This is an optimization exercise on Yosys and OpenROAD, whose aim is small area, a short achievable clock period and few clock cycles per item, not a production implementation. At most, simulation tests tie the RTL to the original design; equivalence was not proved. Power figures rest on the tool's default switching activity, not on a simulated workload.

==> build 67 <==
Design viterDecode, start of the top module:
module viterDecode(input bitIn,
						 input clk,
						 input reset,
						 input [3:0]rate,
						 output [31:0]bitsOut,
						 output done,
						 output reg ready
    );
clock: 11.0 ns
lec_check: 0
cap_margin: 20
core_margin: 2
core_utilization: 40
slew_margin: 20
standard.sh (not shown) runs the stock make flow with config.mk's settings and CLKGATE_MAP_FILE= SYNTH_SCRIPT=/design/flow/synth_recipe.tcl, a recipe that flattens the netlist after the stock synthesis.
==> flow/flow/run.sh <==
#!/bin/bash
# The standard layout (the standard.sh: ORFS synthesis to final layout)
# with a larger setup-slack margin for ORFS's timing repair, so repair keeps
# working below the 11 ns clock. The clock, constraints and every other
# setting are the standard flow's own.
set -euo pipefail
bash standard.sh SETUP_SLACK_MARGIN=7.6 finish > standard_flow.log 2>&1
==> build 65: changes against build 67 <==
--- a/flow/design.v
+++ b/flow/design.v
@@ -61,19 +61,21 @@
 						  input punct,
 						  input [4:0] t,
 						  output reg bmValid,
 						  output reg [7:0] bmA,
 						  output reg [7:0] bmB,
+						  output reg [19:0] eSel,
+						  output reg first,
 						  output reg last,
-						  output reg keep,
 						  output reg we,
 						  output reg [4:0] wa,
 						  output reg wdir
     );
 	 integer c;
 	 reg xa, xb;
 	 reg [1:0] da, db;
+	 reg [2:0] e;
 	 always @(posedge clk)
 		begin
 			if (valid)
 				begin
 					for (c = 0; c < 4; c = c + 1)
@@ -82,15 +84,17 @@
 							xb = ~punct & (c[0] ^ b);
 							da = xa + xb;
 							db = !xa + (~punct & !xb);
 							bmA[2*c +: 2] <= da;
 							bmB[2*c +: 2] <= db;
+							e = {1'b0, db} - {1'b0, da};
+							eSel[5*c +: 5] <= 5'b00001 << (e + 3'd2);
 						end
+					first <= (t == 5'd0);
 					last <= (t == 5'd31);
-					keep <= (t >= 5'd6);
-					we <= (t >= 5'd6) && (t != 5'd31);
-					wa <= wdir ? (5'd30 - t) : (t - 5'd6);
+					we <= (t >= 5'd6);
+					wa <= wdir ? (5'd31 - t) : (t - 5'd6);
 				end
 			if (reset)
 				begin
 					bmValid <= 1'b0;
 					wdir <= 1'b0;
@@ -106,116 +110,99 @@
 `timescale 1ns / 1ps
 module stateDecider(input [4:0]cost0,
 						  input [4:0]cost1,
 						  input [1:0]bmA,
 						  input [1:0]bmB,
+						  input [4:0]eSel,
 						  output [4:0] costEven,
 						  output [4:0] costOdd,
 						  output decEven,
 						  output decOdd
     );
-	 function automatic rless(input [4:0] l, input [4:0] r);
-		reg b;
-		integer k;
-		begin
-			b = 1'b0;
-			for (k = 0; k < 4; k = k + 1)
-				b = (~r[k] & l[k]) | (~(r[k] ^ l[k]) & b);
-			rless = r[4] ^ l[4] ^ b;
-		end
-	 endfunction
+	 wire [4:0] d = cost0 - cost1;
+	 wire pos = ~d[4];
+	 wire [4:0] g;	 
+	 assign g[0] = pos | (&d);
+	 assign g[1] = pos;
+	 assign g[2] = pos & (|d[3:0]);
+	 assign g[3] = pos & (|d[3:1]);
+	 assign g[4] = pos & ((|d[3:2]) | (d[1] & d[0]));
+	 assign decEven = |(eSel & g);
+	 assign decOdd = |(eSel & {g[0], g[1], g[2], g[3], g[4]});
 	 wire [4:0] s0A = cost0 + bmA;
 	 wire [4:0] s0B = cost0 + bmB;
 	 wire [4:0] s1A = cost1 + bmA;
 	 wire [4:0] s1B = cost1 + bmB;
-	 assign decEven = rless(s0A, s1B);
-	 assign decOdd = rless(s0B, s1A);
 	 assign costEven = decEven ? s1B : s0A;
 	 assign costOdd = decOdd ? s1A : s0B;
 endmodule
 `timescale 1ns / 1ps
 module pathDecider(input clk,
 						 input en,
-						 input clr,
-						 input keep,
+						 input first,
 						 input [7:0] bmA,
 						 input [7:0] bmB,
-						 output reg [63:0] decisions,
+						 input [19:0] eSel,
+						 output [63:0] decisions,
 						 output [319:0] costs
     );
 			reg [4:0] pm [0:63];
 			wire [4:0] npm [0:63];
-			wire [63:0] dec;
-			always @(posedge clk)
-				if (en & keep)
-					decisions <= dec;
 			genvar i;
 			generate
 				for (i = 0; i < 64; i = i + 1) begin : regs
 					assign costs[5*i +: 5] = pm[i];
 					always @(posedge clk)
-						if (clr)
-							pm[i] <= 5'd0;
-						else if (en)
+						if (en)
 							pm[i] <= npm[i];
 				end
 				for (i = 0; i < 32; i = i + 1) begin : butterflies
 					localparam [1:0] C = {i[1]^i[2]^i[4], i[0]^i[1]^i[2]};
 					stateDecider sd (
-						.cost0(pm[i]),
-						.cost1(pm[i+32]),
+						.cost0(first ? 5'd0 : pm[i]),
+						.cost1(first ? 5'd0 : pm[i+32]),
 						.bmA(bmA[2*C +: 2]),
 						.bmB(bmB[2*C +: 2]),
+						.eSel(eSel[5*C +: 5]),
 						.costEven(npm[2*i]),
 						.costOdd(npm[2*i+1]),
-						.decEven(dec[2*i]),
-						.decOdd(dec[2*i+1])
+						.decEven(decisions[2*i]),
+						.decOdd(decisions[2*i+1])
 					);
 				end
 			endgenerate
 endmodule
 `timescale 1ns / 1ps
 module pathMemory(input clk,
 						input [63:0] decisions,
 						input we,
 						input [4:0] waddr,
-						input [25:0] rsel,
+						input [4:0] raddr,
 						output reg [63:0] rowOut
     );
-	 reg [63:0] pathMem [0:24];
+	 reg [63:0] pathMem [0:25];
 	 genvar r;
 	 generate
-		for (r = 0; r < 25; r = r + 1) begin : rows
+		for (r = 0; r < 26; r = r + 1) begin : rows
 			always @(posedge clk)
 				if (we && waddr == r)
 					pathMem[r] <= decisions;
 		end
 	 endgenerate
-	 reg [63:0] rd;
-	 integer k;
-	 always @*
-		begin
-			rd = decisions & {64{rsel[25]}};
-			for (k = 0; k < 25; k = k + 1)
-				rd = rd | (pathMem[k] & {64{rsel[k]}});
-		end
 	 always @(posedge clk)
-		rowOut <= rd;
+		rowOut <= pathMem[raddr];
 endmodule
 `timescale 1ns / 1ps
 module minCost( input clk,
 					 input [319:0] costs,
 					 output [5:0] index
     );
 	 function automatic rless(input [4:0] l, input [4:0] r);
-		reg b;
-		integer k;
+		reg [4:0] df;
 		begin
-			b = 1'b0;
-			for (k = 0; k < 4; k = k + 1)
-				b = (~r[k] & l[k]) | (~(r[k] ^ l[k]) & b);
-			rless = r[4] ^ l[4] ^ b;
+			df = r - l;
+			rless = df[4];
 		end
 	 endfunction
 	 reg [4:0] v1 [0:15];
 	 reg [1:0] x1 [0:15];
 	 reg [4:0] v2 [0:3];
@@ -268,42 +255,39 @@
 						 input load,
 						 input start,
 						 input wdir,
 						 input [5:0] minCost,
 						 input [63:0] row,
-						 output reg [25:0] rsel,
+						 output reg [4:0] raddr,
 						 output reg [31:0] bitOut,
 						 output reg done
     );
 	 reg [5:0] state;
-	 reg [5:0] lo;
 	 reg [4:0] counter;
 	 reg down;
 	 reg busy;
 	 wire nb = row[state];
 	 always @(posedge clk)
 		begin
 			if (load)
 				begin
-					rsel <= 26'h2000000;
+					raddr <= wdir ? 5'd25 : 5'd0;
 					down <= wdir;
 				end
 			else
-				rsel <= down ? rsel >> 1 : {rsel[24:0], rsel[25]};
-			bitOut[31:6] <= {bitOut[30:6], lo[5]};
+				raddr <= down ? raddr - 1'b1 : raddr + 1'b1;
+			bitOut[31:6] <= bitOut[30:5];
 			if (start)
 				begin
 					state <= minCost;
-					lo <= {minCost[0], minCost[1], minCost[2], minCost[3], minCost[4], minCost[5]};
+					bitOut[5:0] <= {minCost[0], minCost[1], minCost[2], minCost[3], minCost[4], minCost[5]};
 				end
 			else
 				begin
 					state <= {nb, state[5:1]};
-					if (busy)
-						lo <= {lo[4:0], nb};
+					bitOut[5:0] <= {bitOut[4:0], nb};
 				end
-			bitOut[5:0] <= {lo[4:0], nb};
 			counter <= start ? 5'd0 : counter + 1'b1;
 			if (reset)
 				begin
 					busy <= 1'b0;
 					done <= 1'b0;
@@ -331,29 +315,30 @@
 	 reg is23;
 	 always @(posedge clk)
 		begin
 			rst <= ~reset;
 			is23 <= (rate == 4'b1001);
-			ready <= reset;
+			ready <= reset & (rst | ready);
 		end
 	 wire symValid, symA, symB, symPunct;
 	 wire [4:0] symT;
 	 serialToVector SV (
     .bitIn(bitIn),
     .clk(clk),
     .reset(rst),
-    .en(~rst),
+    .en(ready),
     .punctMode(is23),
     .valid(symValid),
     .a(symA),
     .b(symB),
     .punct(symPunct),
     .t(symT)
     );
-	 wire bmValid, bmLast, bmKeep, bmWe, wdir;
+	 wire bmValid, bmFirst, bmLast, bmWe, wdir;
 	 wire [4:0] bmWa;
 	 wire [7:0] bmA, bmB;
+	 wire [19:0] eSel;
 	 branchMetric BM (
     .clk(clk),
     .reset(rst),
     .valid(symValid),
     .a(symA),
@@ -361,25 +346,26 @@
     .punct(symPunct),
     .t(symT),
     .bmValid(bmValid),
     .bmA(bmA),
     .bmB(bmB),
+    .eSel(eSel),
+    .first(bmFirst),
     .last(bmLast),
-    .keep(bmKeep),
     .we(bmWe),
     .wa(bmWa),
     .wdir(wdir)
     );
 	 wire [63:0] decisions;
 	 wire [319:0] costs;
 	 pathDecider PD (
     .clk(clk),
     .en(bmValid),
-    .clr(rst | f1),
-    .keep(bmKeep),
+    .first(bmFirst),
     .bmA(bmA),
     .bmB(bmB),
+    .eSel(eSel),
     .decisions(decisions),
     .costs(costs)
     );
 	 reg f1, f2, f3;
 	 always @(posedge clk)
@@ -395,25 +381,18 @@
 					f1 <= bmValid & bmLast;
 					f2 <= f1;
 					f3 <= f2;
 				end
 		end
-	 reg memWe;
-	 reg [4:0] memWa;
-	 always @(posedge clk)
-		begin
-			memWe <= bmValid & bmWe;
-			memWa <= bmWa;
-		end
 	 wire [63:0] row;
-	 wire [25:0] rsel;
+	 wire [4:0] ra;
 	 pathMemory PM (
     .clk(clk),
     .decisions(decisions),
-    .we(memWe),
-    .waddr(memWa),
-    .rsel(rsel),
+    .we(bmValid & bmWe),
+    .waddr(bmWa),
+    .raddr(ra),
     .rowOut(row)
     );
 	 wire [5:0] best;
 	 minCost MC (
     .clk(clk),
@@ -427,10 +406,10 @@
     .load(f2),
     .start(f3),
     .wdir(wdir),
     .minCost(best),
     .row(row),
-    .rsel(rsel),
+    .raddr(ra),
     .bitOut(bitsOut),
     .done(done)
     );
 endmodule
==> flow/run.sh (new file) <==
#!/bin/bash
# synth_recipe.tcl (not shown) runs the flow's synth.tcl, then flattens the netlist and writes it again
# the make line also repeats each setting of config.mk as NAME=value (left out here)
make -C /OpenROAD-flow-scripts/flow DESIGN_CONFIG=/design/flow/config.mk WORK_HOME=/design/flow/orfs CLKGATE_MAP_FILE= SYNTH_SCRIPT=/design/flow/synth_recipe.tcl finish
removed: flow/flow/run.sh
removed: flow/standard.sh
==> trial 11: changes against build 67 <==
--- a/flow/design.v
+++ b/flow/design.v
@@ -61,19 +61,20 @@
 						  input punct,
 						  input [4:0] t,
 						  output reg bmValid,
 						  output reg [7:0] bmA,
 						  output reg [7:0] bmB,
+						  output reg [19:0] eSel,
 						  output reg last,
-						  output reg keep,
 						  output reg we,
 						  output reg [4:0] wa,
 						  output reg wdir
     );
 	 integer c;
 	 reg xa, xb;
 	 reg [1:0] da, db;
+	 reg [2:0] e;
 	 always @(posedge clk)
 		begin
 			if (valid)
 				begin
 					for (c = 0; c < 4; c = c + 1)
@@ -82,15 +83,16 @@
 							xb = ~punct & (c[0] ^ b);
 							da = xa + xb;
 							db = !xa + (~punct & !xb);
 							bmA[2*c +: 2] <= da;
 							bmB[2*c +: 2] <= db;
+							e = {1'b0, db} - {1'b0, da};
+							eSel[5*c +: 5] <= 5'b00001 << (e + 3'd2);
 						end
 					last <= (t == 5'd31);
-					keep <= (t >= 5'd6);
-					we <= (t >= 5'd6) && (t != 5'd31);
-					wa <= wdir ? (5'd30 - t) : (t - 5'd6);
+					we <= (t >= 5'd6);
+					wa <= wdir ? (5'd31 - t) : (t - 5'd6);
 				end
 			if (reset)
 				begin
 					bmValid <= 1'b0;
 					wdir <= 1'b0;
@@ -106,50 +108,48 @@
 `timescale 1ns / 1ps
 module stateDecider(input [4:0]cost0,
 						  input [4:0]cost1,
 						  input [1:0]bmA,
 						  input [1:0]bmB,
+						  input [4:0]eSel,
 						  output [4:0] costEven,
 						  output [4:0] costOdd,
 						  output decEven,
 						  output decOdd
     );
-	 function automatic rless(input [4:0] l, input [4:0] r);
-		reg b;
-		integer k;
-		begin
-			b = 1'b0;
-			for (k = 0; k < 4; k = k + 1)
-				b = (~r[k] & l[k]) | (~(r[k] ^ l[k]) & b);
-			rless = r[4] ^ l[4] ^ b;
-		end
-	 endfunction
+	 wire [4:0] d = cost0 - cost1;
+	 wire pos = ~d[4];
+	 wire [4:0] g;	 
+	 assign g[0] = pos | (&d);
+	 assign g[1] = pos;
+	 assign g[2] = pos & (|d[3:0]);
+	 assign g[3] = pos & (|d[3:1]);
+	 assign g[4] = pos & ((|d[3:2]) | (d[1] & d[0]));
+	 assign decEven = |(eSel & g);
+	 assign decOdd = |(eSel & {g[0], g[1], g[2], g[3], g[4]});
 	 wire [4:0] s0A = cost0 + bmA;
 	 wire [4:0] s0B = cost0 + bmB;
 	 wire [4:0] s1A = cost1 + bmA;
 	 wire [4:0] s1B = cost1 + bmB;
-	 assign decEven = rless(s0A, s1B);
-	 assign decOdd = rless(s0B, s1A);
 	 assign costEven = decEven ? s1B : s0A;
 	 assign costOdd = decOdd ? s1A : s0B;
 endmodule
 `timescale 1ns / 1ps
 module pathDecider(input clk,
 						 input en,
 						 input clr,
-						 input keep,
 						 input [7:0] bmA,
 						 input [7:0] bmB,
+						 input [19:0] eSel,
 						 output reg [63:0] decisions,
 						 output [319:0] costs
     );
 			reg [4:0] pm [0:63];
 			wire [4:0] npm [0:63];
 			wire [63:0] dec;
 			always @(posedge clk)
-				if (en & keep)
-					decisions <= dec;
+				decisions <= dec;
 			genvar i;
 			generate
 				for (i = 0; i < 64; i = i + 1) begin : regs
 					assign costs[5*i +: 5] = pm[i];
 					always @(posedge clk)
@@ -163,10 +163,11 @@
 					stateDecider sd (
 						.cost0(pm[i]),
 						.cost1(pm[i+32]),
 						.bmA(bmA[2*C +: 2]),
 						.bmB(bmB[2*C +: 2]),
+						.eSel(eSel[5*C +: 5]),
 						.costEven(npm[2*i]),
 						.costOdd(npm[2*i+1]),
 						.decEven(dec[2*i]),
 						.decOdd(dec[2*i+1])
 					);
@@ -179,25 +180,25 @@
 						input we,
 						input [4:0] waddr,
 						input [25:0] rsel,
 						output reg [63:0] rowOut
     );
-	 reg [63:0] pathMem [0:24];
+	 reg [63:0] pathMem [0:25];
 	 genvar r;
 	 generate
-		for (r = 0; r < 25; r = r + 1) begin : rows
+		for (r = 0; r < 26; r = r + 1) begin : rows
 			always @(posedge clk)
 				if (we && waddr == r)
 					pathMem[r] <= decisions;
 		end
 	 endgenerate
 	 reg [63:0] rd;
 	 integer k;
 	 always @*
 		begin
-			rd = decisions & {64{rsel[25]}};
-			for (k = 0; k < 25; k = k + 1)
+			rd = 64'd0;
+			for (k = 0; k < 26; k = k + 1)
 				rd = rd | (pathMem[k] & {64{rsel[k]}});
 		end
 	 always @(posedge clk)
 		rowOut <= rd;
 endmodule
@@ -205,17 +206,14 @@
 module minCost( input clk,
 					 input [319:0] costs,
 					 output [5:0] index
     );
 	 function automatic rless(input [4:0] l, input [4:0] r);
-		reg b;
-		integer k;
+		reg [4:0] df;
 		begin
-			b = 1'b0;
-			for (k = 0; k < 4; k = k + 1)
-				b = (~r[k] & l[k]) | (~(r[k] ^ l[k]) & b);
-			rless = r[4] ^ l[4] ^ b;
+			df = r - l;
+			rless = df[4];
 		end
 	 endfunction
 	 reg [4:0] v1 [0:15];
 	 reg [1:0] x1 [0:15];
 	 reg [4:0] v2 [0:3];
@@ -273,37 +271,34 @@
 						 output reg [25:0] rsel,
 						 output reg [31:0] bitOut,
 						 output reg done
     );
 	 reg [5:0] state;
-	 reg [5:0] lo;
 	 reg [4:0] counter;
 	 reg down;
 	 reg busy;
 	 wire nb = row[state];
 	 always @(posedge clk)
 		begin
 			if (load)
 				begin
-					rsel <= 26'h2000000;
+					rsel <= wdir ? 26'h2000000 : 26'h1;
 					down <= wdir;
 				end
 			else
-				rsel <= down ? rsel >> 1 : {rsel[24:0], rsel[25]};
-			bitOut[31:6] <= {bitOut[30:6], lo[5]};
+				rsel <= down ? rsel >> 1 : rsel << 1;
+			bitOut[31:6] <= bitOut[30:5];
 			if (start)
 				begin
 					state <= minCost;
-					lo <= {minCost[0], minCost[1], minCost[2], minCost[3], minCost[4], minCost[5]};
+					bitOut[5:0] <= {minCost[0], minCost[1], minCost[2], minCost[3], minCost[4], minCost[5]};
 				end
 			else
 				begin
 					state <= {nb, state[5:1]};
-					if (busy)
-						lo <= {lo[4:0], nb};
+					bitOut[5:0] <= {bitOut[4:0], nb};
 				end
-			bitOut[5:0] <= {lo[4:0], nb};
 			counter <= start ? 5'd0 : counter + 1'b1;
 			if (reset)
 				begin
 					busy <= 1'b0;
 					done <= 1'b0;
@@ -331,29 +326,30 @@
 	 reg is23;
 	 always @(posedge clk)
 		begin
 			rst <= ~reset;
 			is23 <= (rate == 4'b1001);
-			ready <= reset;
+			ready <= reset & (rst | ready);
 		end
 	 wire symValid, symA, symB, symPunct;
 	 wire [4:0] symT;
 	 serialToVector SV (
     .bitIn(bitIn),
     .clk(clk),
     .reset(rst),
-    .en(~rst),
+    .en(ready),
     .punctMode(is23),
     .valid(symValid),
     .a(symA),
     .b(symB),
     .punct(symPunct),
     .t(symT)
     );
-	 wire bmValid, bmLast, bmKeep, bmWe, wdir;
+	 wire bmValid, bmLast, bmWe, wdir;
 	 wire [4:0] bmWa;
 	 wire [7:0] bmA, bmB;
+	 wire [19:0] eSel;
 	 branchMetric BM (
     .clk(clk),
     .reset(rst),
     .valid(symValid),
     .a(symA),
@@ -361,25 +357,25 @@
     .punct(symPunct),
     .t(symT),
     .bmValid(bmValid),
     .bmA(bmA),
     .bmB(bmB),
+    .eSel(eSel),
     .last(bmLast),
-    .keep(bmKeep),
     .we(bmWe),
     .wa(bmWa),
     .wdir(wdir)
     );
 	 wire [63:0] decisions;
 	 wire [319:0] costs;
 	 pathDecider PD (
     .clk(clk),
     .en(bmValid),
     .clr(rst | f1),
-    .keep(bmKeep),
     .bmA(bmA),
     .bmB(bmB),
+    .eSel(eSel),
     .decisions(decisions),
     .costs(costs)
     );
 	 reg f1, f2, f3;
 	 always @(posedge clk)
==> flow/run.sh (new file) <==
#!/bin/bash
# synth_recipe.tcl (not shown) runs the flow's synth.tcl, then flattens the netlist and writes it again
# the make line also repeats each setting of config.mk as NAME=value (left out here)
make -C /OpenROAD-flow-scripts/flow DESIGN_CONFIG=/design/flow/config.mk WORK_HOME=/design/flow/orfs CLKGATE_MAP_FILE= SYNTH_SCRIPT=/design/flow/synth_recipe.tcl finish
removed: flow/flow/run.sh
removed: flow/standard.sh
==> trial 75: changes against build 67 <==
--- a/flow/design.v
+++ b/flow/design.v
@@ -61,19 +61,21 @@
 						  input punct,
 						  input [4:0] t,
 						  output reg bmValid,
 						  output reg [7:0] bmA,
 						  output reg [7:0] bmB,
+						  output reg [19:0] eSel,
 						  output reg last,
 						  output reg keep,
 						  output reg we,
 						  output reg [4:0] wa,
 						  output reg wdir
     );
 	 integer c;
 	 reg xa, xb;
 	 reg [1:0] da, db;
+	 reg [2:0] e;
 	 always @(posedge clk)
 		begin
 			if (valid)
 				begin
 					for (c = 0; c < 4; c = c + 1)
@@ -82,10 +84,12 @@
 							xb = ~punct & (c[0] ^ b);
 							da = xa + xb;
 							db = !xa + (~punct & !xb);
 							bmA[2*c +: 2] <= da;
 							bmB[2*c +: 2] <= db;
+							e = {1'b0, db} - {1'b0, da};
+							eSel[5*c +: 5] <= 5'b00001 << (e + 3'd2);
 						end
 					last <= (t == 5'd31);
 					keep <= (t >= 5'd6);
 					we <= (t >= 5'd6) && (t != 5'd31);
 					wa <= wdir ? (5'd30 - t) : (t - 5'd6);
@@ -106,41 +110,41 @@
 `timescale 1ns / 1ps
 module stateDecider(input [4:0]cost0,
 						  input [4:0]cost1,
 						  input [1:0]bmA,
 						  input [1:0]bmB,
+						  input [4:0]eSel,
 						  output [4:0] costEven,
 						  output [4:0] costOdd,
 						  output decEven,
 						  output decOdd
     );
-	 function automatic rless(input [4:0] l, input [4:0] r);
-		reg b;
-		integer k;
-		begin
-			b = 1'b0;
-			for (k = 0; k < 4; k = k + 1)
-				b = (~r[k] & l[k]) | (~(r[k] ^ l[k]) & b);
-			rless = r[4] ^ l[4] ^ b;
-		end
-	 endfunction
+	 wire [4:0] d = cost0 - cost1;
+	 wire pos = ~d[4];
+	 wire [4:0] g;	 
+	 assign g[0] = pos | (&d);
+	 assign g[1] = pos;
+	 assign g[2] = pos & (|d[3:0]);
+	 assign g[3] = pos & (|d[3:1]);
+	 assign g[4] = pos & ((|d[3:2]) | (d[1] & d[0]));
+	 assign decEven = |(eSel & g);
+	 assign decOdd = |(eSel & {g[0], g[1], g[2], g[3], g[4]});
 	 wire [4:0] s0A = cost0 + bmA;
 	 wire [4:0] s0B = cost0 + bmB;
 	 wire [4:0] s1A = cost1 + bmA;
 	 wire [4:0] s1B = cost1 + bmB;
-	 assign decEven = rless(s0A, s1B);
-	 assign decOdd = rless(s0B, s1A);
 	 assign costEven = decEven ? s1B : s0A;
 	 assign costOdd = decOdd ? s1A : s0B;
 endmodule
 `timescale 1ns / 1ps
 module pathDecider(input clk,
 						 input en,
 						 input clr,
 						 input keep,
 						 input [7:0] bmA,
 						 input [7:0] bmB,
+						 input [19:0] eSel,
 						 output reg [63:0] decisions,
 						 output [319:0] costs
     );
 			reg [4:0] pm [0:63];
 			wire [4:0] npm [0:63];
@@ -163,10 +167,11 @@
 					stateDecider sd (
 						.cost0(pm[i]),
 						.cost1(pm[i+32]),
 						.bmA(bmA[2*C +: 2]),
 						.bmB(bmB[2*C +: 2]),
+						.eSel(eSel[5*C +: 5]),
 						.costEven(npm[2*i]),
 						.costOdd(npm[2*i+1]),
 						.decEven(dec[2*i]),
 						.decOdd(dec[2*i+1])
 					);
@@ -296,14 +301,14 @@
 					lo <= {minCost[0], minCost[1], minCost[2], minCost[3], minCost[4], minCost[5]};
 				end
 			else
 				begin
 					state <= {nb, state[5:1]};
-					if (busy)
-						lo <= {lo[4:0], nb};
+					lo <= {lo[4:0], nb};
 				end
-			bitOut[5:0] <= {lo[4:0], nb};
+			if (counter == 5'd25)
+				bitOut[5:0] <= {lo[4:0], nb};
 			counter <= start ? 5'd0 : counter + 1'b1;
 			if (reset)
 				begin
 					busy <= 1'b0;
 					done <= 1'b0;
@@ -331,29 +336,30 @@
 	 reg is23;
 	 always @(posedge clk)
 		begin
 			rst <= ~reset;
 			is23 <= (rate == 4'b1001);
-			ready <= reset;
+			ready <= reset & (rst | ready);
 		end
 	 wire symValid, symA, symB, symPunct;
 	 wire [4:0] symT;
 	 serialToVector SV (
     .bitIn(bitIn),
     .clk(clk),
     .reset(rst),
-    .en(~rst),
+    .en(ready),
     .punctMode(is23),
     .valid(symValid),
     .a(symA),
     .b(symB),
     .punct(symPunct),
     .t(symT)
     );
 	 wire bmValid, bmLast, bmKeep, bmWe, wdir;
 	 wire [4:0] bmWa;
 	 wire [7:0] bmA, bmB;
+	 wire [19:0] eSel;
 	 branchMetric BM (
     .clk(clk),
     .reset(rst),
     .valid(symValid),
     .a(symA),
@@ -361,10 +367,11 @@
     .punct(symPunct),
     .t(symT),
     .bmValid(bmValid),
     .bmA(bmA),
     .bmB(bmB),
+    .eSel(eSel),
     .last(bmLast),
     .keep(bmKeep),
     .we(bmWe),
     .wa(bmWa),
     .wdir(wdir)
@@ -376,10 +383,11 @@
     .en(bmValid),
     .clr(rst | f1),
     .keep(bmKeep),
     .bmA(bmA),
     .bmB(bmB),
+    .eSel(eSel),
     .decisions(decisions),
     .costs(costs)
     );
 	 reg f1, f2, f3;
 	 always @(posedge clk)
==> flow/flow/run.sh (replaced) <==
#!/bin/bash
# The standard layout (the standard.sh: ORFS synthesis to final layout)
# with a larger setup-slack margin for ORFS's timing repair, so repair keeps
# working below the 11 ns clock. The clock, constraints and every other
# setting are the standard flow's own.
set -euo pipefail
bash standard.sh SETUP_SLACK_MARGIN=7.8 finish > standard_flow.log 2>&1
--- a/flow/config.mk
+++ b/flow/config.mk
@@ -5,7 +5,10 @@
 export SDC_FILE = /design/flow/constraint.sdc
 export NUM_CORES = 4
 export LEC_CHECK = 0
 export CAP_MARGIN = 20
 export CORE_MARGIN = 2
-export CORE_UTILIZATION = 40
+export CORE_UTILIZATION = 55
+export CTS_CLUSTER_DIAMETER = 100
+export CTS_CLUSTER_SIZE = 30
+export PLACE_DENSITY = 0.65
 export SLEW_MARGIN = 20
==> comparison table <==
Count of nets left with antenna violations after detail routing: trial 11 0; build 65 0; build 67 0; trial 75 1
Maximum VDD drop: trial 11 0.125 mV; build 65 0.291 mV; build 67 0.132 mV; trial 75 0.146 mV
CTS H-tree lvls: trial 11 5; build 65 4; build 67 4; trial 75 3
Clock group share of total power: trial 11 43.6%; build 65 33.1%; build 67 38.5%; trial 75 30.7%
Global routing met1 resource utilization: trial 11 36.9%; build 65 38.3%; build 67 34.1%; trial 75 48.6%
Final std cell area, no fill: trial 11 128000 um^2; build 65 130000 um^2; build 67 130000 um^2; trial 75 131000 um^2
Sum of buffers and inverters on the critical path: trial 11 2; build 65 5; build 67 1; trial 75 1
Postcts setup bufs: trial 11 0; build 65 0; build 67 117; trial 75 250
Post-Synthesis Cell Area: trial 11 115000 um^2; build 65 116000 um^2; build 67 110000 um^2; trial 75 113000 um^2
Maximum fanout encountered on the critical timing path: trial 11 13; build 65 120; build 67 1; trial 75 1
Endpoint type of the worst setup path: trial 11 primary output; build 65 flip-flop; build 67 primary output; trial 75 primary output
Pleak: trial 11 46.5 nW; build 65 47.1 nW; build 67 48.2 nW; trial 75 45.3 nW
Net count of the finished layout: trial 11 9777; build 65 9924; build 67 9723; trial 75 10300
Die H: trial 11 540 um; build 65 543 um; build 67 528 um; trial 75 458 um
Worst Setup SP: trial 11 RB.bitOut[5]; build 65 BM.first; build 67 RB.bitOut[2]; trial 75 RB.bitOut[0]
Largest stage delay, worst path: trial 11 0.65 ns; build 65 0.91 ns; build 67 0.39 ns; trial 75 0.58 ns
Parity-gate share of the synthesized area counting xor and xnor cells: trial 11 5.15%; build 65 5.29%; build 67 5.60%; trial 75 4.80%
Result of the run: trial 11 finished clean; build 65 finished clean; build 67 finished clean; trial 75 complete, but fails checks
Layout check failures: trial 11 -; build 65 -; build 67 -; trial 75 antenna violations
Setup repair after global routing missed its margin: trial 11 no; build 65 no; build 67 yes; trial 75 yes
Register area share after synthesis: trial 11 56.5%; build 65 57.1%; build 67 57.6%; trial 75 56.4%
Testbench counts of build 67, summed over its fixed seeds: cycles 39,192, items 640.
Testbench counts of build 65, summed over its fixed seeds: cycles 39,192, items 640.
No functional check of the RTL was part of trial 11 and trial 75.

==> re-timing with driven ports <==
The results above use ideal ports. As a check the final layouts listed here were re-extracted and re-timed, cells and wires unchanged.
Step 1 (the two cells are an assumption about what drives the block):
set clk [get_ports {clk}]
set_driving_cell -lib_cell sky130_fd_sc_hd__clkbuf_16 $clk
set_driving_cell -lib_cell sky130_fd_sc_hd__buf_2 [delete_from_list [all_inputs] $clk]
Step 2 also shifts input and output timing later by t, the mid clock arrival at the registers, as if the neighbouring blocks saw the same clock.
Slacks: ideal ports / drivers / drivers and shift; pairs: ideal ports / drivers.
| run | t (ns) | slack for setup (ns) | clock arrival spread, ns |
|---|---|---|---|
| build 67 | 0.978 | 7.385 / 7.291 / 7.527 | 0.127 / 0.127 |
| build 65 | 0.989 | 5.431 / 5.431 / 5.431 | 0.121 / 0.122 |
| trial 11 | 0.934 | 6.167 / 6.070 / 6.354 | 0.108 / 0.109 |
| trial 75 | 0.900 | 7.227 / 7.134 / 7.501 | 0.081 / 0.080 |
